Source: an optimization exercise on an open RTL-to-GDS flow (aim: small area and a short achievable clock period). Production flows keep margins and buffers that such runs may drop. Function was not checked in any run shown here: the RTL went through the layout flow alone. Power is estimated from default activity; no workload was simulated.

## flow/design.v (module list and top-level ports; edited modules follow where they fit)
// module vga_controller: 1722 lines
module vga_controller(clk_148MHz, reset, sw, btnU, btnD, btnR, btnL, hsync, vsync, video_on, h_count_reg, v_count_reg, vgaRed, vgaGreen, vgaBlue);
  // ...
==> flow/flow/run.sh <==
#!/bin/bash
# Standard ORFS layout; smaller port buffers, a smaller clock tree without dummy loads,
# and a timing-repair margin of 3 ns (the SDC is unchanged).
bash standard.sh SETUP_SLACK_MARGIN=3 \
  "BUFFER_PORTS_ARGS=-buffer_cell sky130_fd_sc_hd__buf_2" \
  "CTS_ARGS=-sink_clustering_enable -repair_clock_nets -dont_use_dummy_load -buf_list sky130_fd_sc_hd__clkbuf_8 -sink_clustering_size 30" \
  finish > standard_run.log 2>&1
==> flow/standard.sh <==
#!/bin/bash
# synth_recipe.tcl (not shown) runs the flow's synth.tcl, then flattens the netlist and writes it again
# the make line also repeats each setting of config.mk as NAME=value (left out here)
make -C /OpenROAD-flow-scripts/flow DESIGN_CONFIG=/design/flow/config.mk WORK_HOME=/design/flow/orfs CLKGATE_MAP_FILE= SYNTH_SCRIPT=/design/flow/synth_recipe.tcl "${@:-finish}"
==> flow/config.mk <==
export PLATFORM = sky130hd
export DESIGN_NAME = vga_controller
export DESIGN_NICKNAME = vga_controller
export VERILOG_FILES = /design/flow/design.v
export SDC_FILE = /design/flow/constraint.sdc
export NUM_CORES = 4
export LEC_CHECK = 0
export ABC_AREA = 1
export CAP_MARGIN = 20
export CORE_MARGIN = 2
export CORE_UTILIZATION = 60
export SLEW_MARGIN = 20
==> flow/constraint.sdc <==
create_clock -name core_clock -period 10.0 [get_ports {clk_148MHz}]
set_input_delay 2.0000 -clock core_clock [delete_from_list [all_inputs] [get_ports {clk_148MHz}]]
set_output_delay 2.0000 -clock core_clock [all_outputs]
set_load 0.01 [all_outputs]
==> impl_metrics.env, run 1 <==
export IMPL_met3_length_um=807
export IMPL_yosys_area_share_simple=0.298
export IMPL_clk_path_buf_depth=2
export IMPL_p_per_area_mw_per_mm2=119
export IMPL_end_kind="flop"
export IMPL_diodes=0
export IMPL_nClkBuffers=9
export IMPL_drv_slew=0
export IMPL_drt_pass1_iterations=5
export IMPL_synthAdderAreaFrac=0.146
export IMPL_drt_iter0_markers=236
export IMPL_outcome="complete, no violations"
export IMPL_io_pins=57
export IMPL_n_all_buffers=48
export IMPL_ys_seq_area_frac=0.278
export IMPL_power_frac_seq=0.420
export IMPL_cts_resized=0
export IMPL_synth_common_cells="nand2_1 (159), inv_1 (120), nor2_1 (63), nand3_1 (50), dfrtp_1 (49)"
export IMPL_synth_distinct_cells=49
export IMPL_endpoint="r3"
export IMPL_core_area_mm2=0.00826
export IMPL_sh_seq_area=0.261
export IMPL_power_share_combinational=0.328
export IMPL_cp_start_kind="flop"
export IMPL_synth_compound_area_frac=0.123
export IMPL_htree_levels=3
export IMPL_worst_pin_slew_ns=0.708
export IMPL_drc=0
export IMPL_r2r_slack_ns=3.50
export IMPL_cpMostUsedCell="nand2_1"
export IMPL_fillers=753
export IMPL_antenna_found_initial=0
export IMPL_skew_ns=0.0220
export IMPL_p_seq_mw=0.275
export IMPL_synth_area_leaders="dfrtp_1 (24%), nand2_1 (12%), inv_1 (8.7%)"
==> run 2, diff against run 1 <==
==> flow/flow/run.sh (replaced) <==
#!/bin/bash
# Standard ORFS layout; smaller port buffers, a smaller clock tree without dummy loads,
# and a timing-repair margin of 0 ns (the SDC is unchanged).
bash standard.sh SETUP_SLACK_MARGIN=0 \
  "BUFFER_PORTS_ARGS=-buffer_cell sky130_fd_sc_hd__buf_2" \
  "CTS_ARGS=-sink_clustering_enable -repair_clock_nets -dont_use_dummy_load -buf_list sky130_fd_sc_hd__clkbuf_8 -sink_clustering_size 30" \
  finish > standard_run.log 2>&1
==> run 2 against run 1 <==
Still clean. Combinational power about the same. Wire length down 0.14%. Count of clock-buffer cells in the layout did not move. Critical endpoint unchanged.
==> impl_metrics.env, run 2 <==
export IMPL_outcome="complete, no violations"
export IMPL_worstHoldPathType="reg2reg"
export IMPL_hold_end="lfsr[1]"
export IMPL_clk_path_buf_depth=2
export IMPL_cpMostUsedCell="nand2_1"
export IMPL_fmax_mhz=146
export IMPL_diodes=0
export IMPL_maxSlewHeadroom=0.529
export IMPL_async_flop_share=1.00
export IMPL_ys_warnings_count=1
export IMPL_cts_tree="done"
export IMPL_end_kind="flop"
export IMPL_grt_pass1_vias=4636
export IMPL_peakVddDrop_mv=0.0822
export IMPL_drt_iter0_markers=265
export IMPL_cts_resized=0
export IMPL_initial_core_util=0.625
export IMPL_viasPerCell=5.55
export IMPL_arrival_ns=7.09
export IMPL_numCtsBuffers=9
export IMPL_setup_viol=0
export IMPL_maxCapViolations=0
export IMPL_gp_congestion=0.921
export IMPL_layout_common_cells="nand2_1 (159), inv_1 (119), nor2_1 (63), nand3_1 (50), dfrtp_1 (49)"
export IMPL_whs_path_depth=2
export IMPL_grt_pass1_wl_um=21400
export IMPL_grt_usage=0.278
export IMPL_final_nets=814
export IMPL_cp_startpoint="cv[0]"
export IMPL_fillers=760
export IMPL_finalSetupTns_ns=0
export IMPL_grt_max_degree=58
export IMPL_seqCellArea_mm2=0.00144
export IMPL_core_area_mm2=0.00826
export IMPL_portBuffers=46
export IMPL_wire_per_inst_um=14.5
export IMPL_cp_start_kind="flop"
export IMPL_route_antenna_remaining_nets=0
export IMPL_drt_total_wl_um=12300
export IMPL_critPathMaxStageDelay_ns=0.40
export IMPL_htree_levels=3
export IMPL_cts_hold_buf=0
export IMPL_final_common_cell="nand2_1"
export IMPL_synth_distinct_cells=49
export IMPL_skew_ns=0.0226
export IMPL_ys_flop_type="dfrtp_1"
export IMPL_cts_setup_buffers=0
export IMPL_cts_root_buffer="clkbuf_8"
export IMPL_synth_top_cell_area_share=0.238
export IMPL_cts_sinks=57
export IMPL_drc=0
export IMPL_rsz0062_at_grt="false"
export IMPL_fin_crit_ns=6.87
export IMPL_drt_pass1_iterations=5
export IMPL_hold_ws_ns=0.503
export IMPL_io_pins=57
export IMPL_final_util=0.660
export IMPL_leakagePower_nw=2.92
export IMPL_die_area_mm2=0.00936
export IMPL_multiInputGateArea_mm2=0.00305
export IMPL_synth_common_cells="nand2_1 (159), inv_1 (120), nor2_1 (63), nand3_1 (50), dfrtp_1 (49)"
export IMPL_overflow=0
export IMPL_path_max_fanout=6
export IMPL_synth_area_per_cell_um2=7.19
export IMPL_drive_above_1_share=0.123
export IMPL_r2r_end="r3"
export IMPL_die_w_um=96.7
export IMPL_dp_hpwl_um=9770
export IMPL_r2r_cells=43
export IMPL_r2r_slack_ns=3.13
export IMPL_synth_area_mm2=0.00516
export IMPL_yosysTopAreaCell="dfrtp_1"
export IMPL_synth_most_common_cell="nand2_1"
export IMPL_syn_inst=718
export IMPL_syn2layout_area_growth_pct=5.60
export IMPL_ys_seq_area_frac=0.278
export IMPL_vias=4714
export IMPL_worst_pin_slew_ns=0.706
export IMPL_worst_ep_required_time_ns=10.22
export IMPL_drv_slew=0
export IMPL_min_from="lfsr[1]"
export IMPL_synth_edff_count=0
export IMPL_period_share=0.687
export IMPL_row_count=33
export IMPL_antenna_found_initial=0
export IMPL_hold_violations=0
export IMPL_worstSetupPathType="reg2reg"
export IMPL_yosys_register_bits=57
export IMPL_cts_clk_slew_worst_paths_ns=0.06
export IMPL_largest_register_ffs=12
export IMPL_p_per_area_mw_per_mm2=120
export IMPL_dieHeight_um=96.7
export IMPL_syn_nets=785
export IMPL_clk_latency_ns=0.35
export IMPL_synth_area_leaders="dfrtp_1 (24%), nand2_1 (12%), inv_1 (8.7%)"
export IMPL_reg2reg_from="cv[0]"
export IMPL_cp_slowest_cell="fa_1"
[run 2: cell counts after synthesis]
No cell type changed its count.
[run 2: final cells by class]
cell class / count / area share
well taps: 105 / 0.0241
flip-flops and latches: 57 / 0.264
inverters: 122 / 0.0845
repair buffers: 48 / 0.0450
clock buffers: 9 / 0.0227
multi-input cells: 509 / 0.560
[run 2: worst max path at each step]
stage,end,slack (ns),cells after the start
global placement,g3,3.28,41
finish,r3,3.13,43
floorplan,r3,3.94,37
global route,r3,2.58,43
detailed placement,r3,3.20,43
CTS,r3,3.18,43
[run 2: where the power goes]
| group | total (mW) | internal [mW] | switching [mW] |
|---|---|---|---|
| Sequential | 0.275 | 0.254 | 0.0215 |
| Clock | 0.165 | 0.0800 | 0.0853 |
| Combinational | 0.213 | 0.0708 | 0.142 |
[run 2: critical path, delay by kind of cell, from the launching register on]
| kind | cells | cell delay (ns) |
|---|---|---|
| fa+ha+maj | 11 | 3.55 |
| compound gates | 2 | 0.21 |
| buf+inv | 9 | 0.86 |
| simple gates | 21 | 1.71 |
| flops | 1 | 0.38 |
[run 2: metal layers]
layer | GRT usage | vias up | share of wire
met1 | 0.380 | 2175 | 0.45
met2 | 0.442 | 157 | 0.47
met4 | 0.0845 | 0 | 0.022
met3 | 0.0621 | 21 | 0.066
li1 | - | 2361 | -
met5 | 0 | - | 0
[run 2: through the flow]
stage / power [mW] / worst slack, ns / cell area, um2 / instances
after global placement: 0.487 / 3.28 / 5330 / 841
after global routing: 0.705 / 2.58 / 5450 / 850
after CTS: 0.656 / 3.18 / 5450 / 850
after floorplan: 0.444 / 3.94 / 5160 / 718
after detailed placement: 0.491 / 3.20 / 5330 / 841
final: 0.653 / 3.13 / 5450 / 850
[run 2: cells by family (layout without fill, tap and decap cells)]
| family | after synthesis | after routing | synth area share |
|---|---|---|---|
| AOI/OAI and AO/OA | 110 | 110 | 0.123 |
| xor gates and xnor gates | 13 | 13 | 0.0235 |
| adders and majority gates | 49 | 49 | 0.146 |
| buffers and inverters | 152 | 179 | 0.130 |
| DFF | 57 | 57 | 0.278 |
| other | 1 | 1 | 0.000727 |
| and+or+nand+nor | 336 | 336 | 0.298 |
==> run 3, diff against run 2 <==
==> flow/flow/run.sh (replaced) <==
#!/bin/bash
# Standard ORFS layout; smaller port buffers, a smaller clock tree without dummy loads,
# and a timing-repair margin of 5 ns (the SDC is unchanged).
bash standard.sh SETUP_SLACK_MARGIN=5 \
  "BUFFER_PORTS_ARGS=-buffer_cell sky130_fd_sc_hd__buf_2" \
  "CTS_ARGS=-sink_clustering_enable -repair_clock_nets -dont_use_dummy_load -buf_list sky130_fd_sc_hd__clkbuf_8 -sink_clustering_size 30" \
  finish > standard_run.log 2>&1
==> run 3 against run 2 <==
Still clean. Global-route usage fell by 1.1 points. Maximum frequency rose by 16%. Total power rose by 3.2%. Sequential power barely moved. Critical path type unchanged. Largest cell class unchanged. Highest routed layer unchanged.
==> impl_metrics.env, run 3 <==
export IMPL_synth_edff_count=0
export IMPL_worst_ep_required_time_ns=10.25
export IMPL_wire_per_inst_um=14.2
export IMPL_met1_length_um=5630
export IMPL_fmax_mhz=169
export IMPL_antenna_found_initial=0
export IMPL_arrival_ns=6.18
export IMPL_cts_clk_slew_worst_paths_ns=0.07
export IMPL_cp_slowest_cell="dfrtp_1"
export IMPL_die_area_mm2=0.00936
export IMPL_worstSetupPathType="reg2reg"
export IMPL_ys_warnings_count=1
export IMPL_synth_area_mm2=0.00516
export IMPL_top_layer="met4"
export IMPL_vias=4794
export IMPL_cpMostUsedCell="nand2_1"
export IMPL_final_nets=826
export IMPL_synth_most_common_cell="nand2_1"
export IMPL_cp_start_kind="flop"
export IMPL_ys_seq_area_frac=0.278
export IMPL_largest_register_ffs=12
export IMPL_drt_pass1_iterations=5
export IMPL_maxCapViolations=0
export IMPL_htree_levels=3
export IMPL_synth_distinct_cells=49
export IMPL_portBuffers=46
export IMPL_synth_area_leaders="dfrtp_1 (24%), nand2_1 (12%), inv_1 (8.7%)"
export IMPL_synthAdderAreaFrac=0.146
export IMPL_synth_top_family_by_area="simple AND/OR/NAND/NOR gates"
export IMPL_critPathMaxStageDelay_ns=0.40
export IMPL_clk_path_buf_depth=2
export IMPL_grt_pass1_vias=4551
export IMPL_skew_ns=0.0211
export IMPL_io_pins=57
export IMPL_yosys_register_bits=57
export IMPL_p_per_area_mw_per_mm2=116
export IMPL_gp_congestion=0.977
export IMPL_cts_sinks=57
export IMPL_viasPerCell=5.56
export IMPL_outcome="complete, no violations"
export IMPL_maxSlewHeadroom=0.495
export IMPL_cts_tree="done"
export IMPL_fin_crit_ns=5.93
export IMPL_drc=0
export IMPL_dieHeight_um=96.7
export IMPL_drt_iter0_markers=215
export IMPL_diodes=0
export IMPL_row_count=33
export IMPL_core_area_mm2=0.00826
export IMPL_met2WireLength_um=5660
export IMPL_ys_flop_type="dfrtp_1"
export IMPL_final_util=0.705
export IMPL_r2r_cells=40
export IMPL_async_flop_share=1.00
export IMPL_hold_end="lfsr[5]"
export IMPL_whs_path_depth=2
export IMPL_synth_common_cells="nand2_1 (159), inv_1 (120), nor2_1 (63), nand3_1 (50), dfrtp_1 (49)"
export IMPL_leakagePower_nw=3.02
export IMPL_min_from="lfsr[4]"
export IMPL_syn_inst=718
export IMPL_cts_root_buffer="clkbuf_8"
export IMPL_grt_usage=0.267
export IMPL_final_common_cell="nand2_1"
export IMPL_initial_core_util=0.625
export IMPL_period_share=0.593
export IMPL_synth_area_per_cell_um2=7.19
export IMPL_overflow=0
export IMPL_grt_max_degree=58
export IMPL_synth_xor_area_frac=0.0235
export IMPL_worst_pin_slew_ns=0.754
export IMPL_hold_violations=0
export IMPL_grt_pass1_wl_um=20700
export IMPL_syn_nets=785
export IMPL_worstHoldPathType="reg2reg"
export IMPL_reg2reg_from="cv[0]"
export IMPL_peakVddDrop_mv=0.0753
export IMPL_r2r_slack_ns=4.07
export IMPL_syn2layout_area_growth_pct=12.7
export IMPL_yosys_area_share_simple=0.298
export IMPL_finalSetupTns_ns=0
export IMPL_drive_above_1_share=0.213
export IMPL_synth_compound_area_frac=0.123
export IMPL_cts_hold_buf=0
export IMPL_setup_viol=0
export IMPL_cp_num_buf_inv=7
export IMPL_clk_latency_ns=0.33
export IMPL_synth_top_cell_area_share=0.238
export IMPL_numCtsBuffers=9
export IMPL_muxShareOfSynthArea=0
export IMPL_r2r_end="r3"
export IMPL_yosysTopAreaCell="dfrtp_1"
export IMPL_cp_top_family="adder cells"
export IMPL_path_max_fanout=6
export IMPL_drv_slew=0
export IMPL_dp_hpwl_um=9480
export IMPL_met3_length_um=643
export IMPL_rsz0062_at_grt="true"
export IMPL_die_w_um=96.7
export IMPL_drt_total_wl_um=12200
export IMPL_end_kind="flop"
export IMPL_layout_common_cells="nand2_1 (145), inv_1 (109), nor2_1 (58), dfrtp_1 (49), buf_2 (46)"
export IMPL_route_antenna_remaining_nets=0
run 3: cell types whose count changed in the layout (fill, tap and decap cells not counted), sizes merged:
cell / before / now
clkinv: 0 / 1
buf: 48 / 60
inv: 122 / 121
run 3: cell families after synthesis:
logic type	count (synthesis)
AND/OR/NAND/NOR	336
buffers and inverters	152
AO/OA/AOI/OAI	110
flip-flops	57
adder cells (fa/ha/maj)	49
XOR/XNOR	13
other	1
run 3: metrics by stage:
| stage | setup slack (ns) | instances | area [um2] | total power, mW | hold slack, ns |
|---|---|---|---|---|---|
| after floorplan | 4.44 | 718 | 5270 | 0.448 | 0.453 |
| after global placement | 3.96 | 840 | 5420 | 0.487 | 0.471 |
| after detailed placement | 3.88 | 840 | 5420 | 0.494 | 0.488 |
| after CTS | 4.17 | 859 | 5710 | 0.669 | 0.487 |
| after global routing | 3.79 | 862 | 5820 | 0.728 | 0.529 |
| final | 4.07 | 862 | 5820 | 0.674 | 0.485 |
run 3: worst min-delay path, cell delays in order (launching register included):
cell and delay (ns):
dfrtp_1 0.34, nand2_1 0.05, o21ai_0 0.07
run 3: worst max path at each step:
stage | startpoint | end | slack (ns) | cells after the start
after floorplan | cv[0] | r3 | 4.44 | 42
after global placement | cv[0] | r3 | 3.96 | 41
after detailed placement | cv[0] | r3 | 3.88 | 41
after CTS | cv[0] | r3 | 4.17 | 43
after global routing | cv[0] | r3 | 3.79 | 42
final | cv[0] | r3 | 4.07 | 40
run 3: routing by layer:
metal | track usage | vias up
li1 | - | 2387
met1 | 0.363 | 2252
met2 | 0.429 | 130
met3 | 0.0513 | 25
met4 | 0.0932 | 0
met5 | 0 | -
run 3: final cells by class:
class | instances | area (um2)
Clock buffer | 9 | 124
Tap cell | 105 | 131
Inverter | 122 | 475
Multi-Input combinational cell | 509 | 3310
Sequential cell | 57 | 1440
Timing Repair Buffer | 60 | 339
Fill cell | 724 | 2440
run 3: what timing repair did:
| item | CTS | global route |
|---|---|---|
| gates resized for setup | 26 | 22 |
| setup endpoints to repair | 3 | 3 |
| buffers inserted | 10 | 3 |
| pin swaps | 14 | 15 |
run 3: power by group:
group | total, mW | switching, mW | internal, mW
Clock | 0.162 | 0.0824 | 0.0800
Sequential | 0.275 | 0.0211 | 0.254
Combinational | 0.237 | 0.155 | 0.0826
Total | 0.674 | 0.258 | 0.416

## what the ideal ports hide
Ports are ideal in the flow. The routed layouts listed here were re-timed in OpenROAD. Step 1 (the two cells are an assumption about what drives the block):
set clk [get_ports {clk_148MHz}]
set_driving_cell -lib_cell sky130_fd_sc_hd__clkbuf_16 $clk
set_driving_cell -lib_cell sky130_fd_sc_hd__buf_2 [delete_from_list [all_inputs] $clk]
Step 2, shift: input delay + t, output delay - t, t = (earliest + latest rising clock arrival at the registers) / 2. This alone moves slack from input paths to output paths. a / b / c = ideal / step 1 / step 2; a / b = the first two.
| run | t, ns | setup WS [ns] | hold WS [ns] | worst setup path at the end | worst slew at a driven data input, ns |
|---|---|---|---|---|---|
| run 1 | 0.367 | 3.498 / 3.498 / 3.498 | 0.502 / 0.502 / 0.502 | register to register | 0.03 |
| run 2 | 0.369 | 3.134 / 3.134 / 3.134 | 0.503 / 0.503 / 0.503 | register to register | 0.03 |
| run 3 | 0.356 | 4.074 / 4.074 / 4.074 | 0.485 / 0.485 / 0.485 | register to register | 0.03 |
After both steps setup and hold are still met in every run listed.
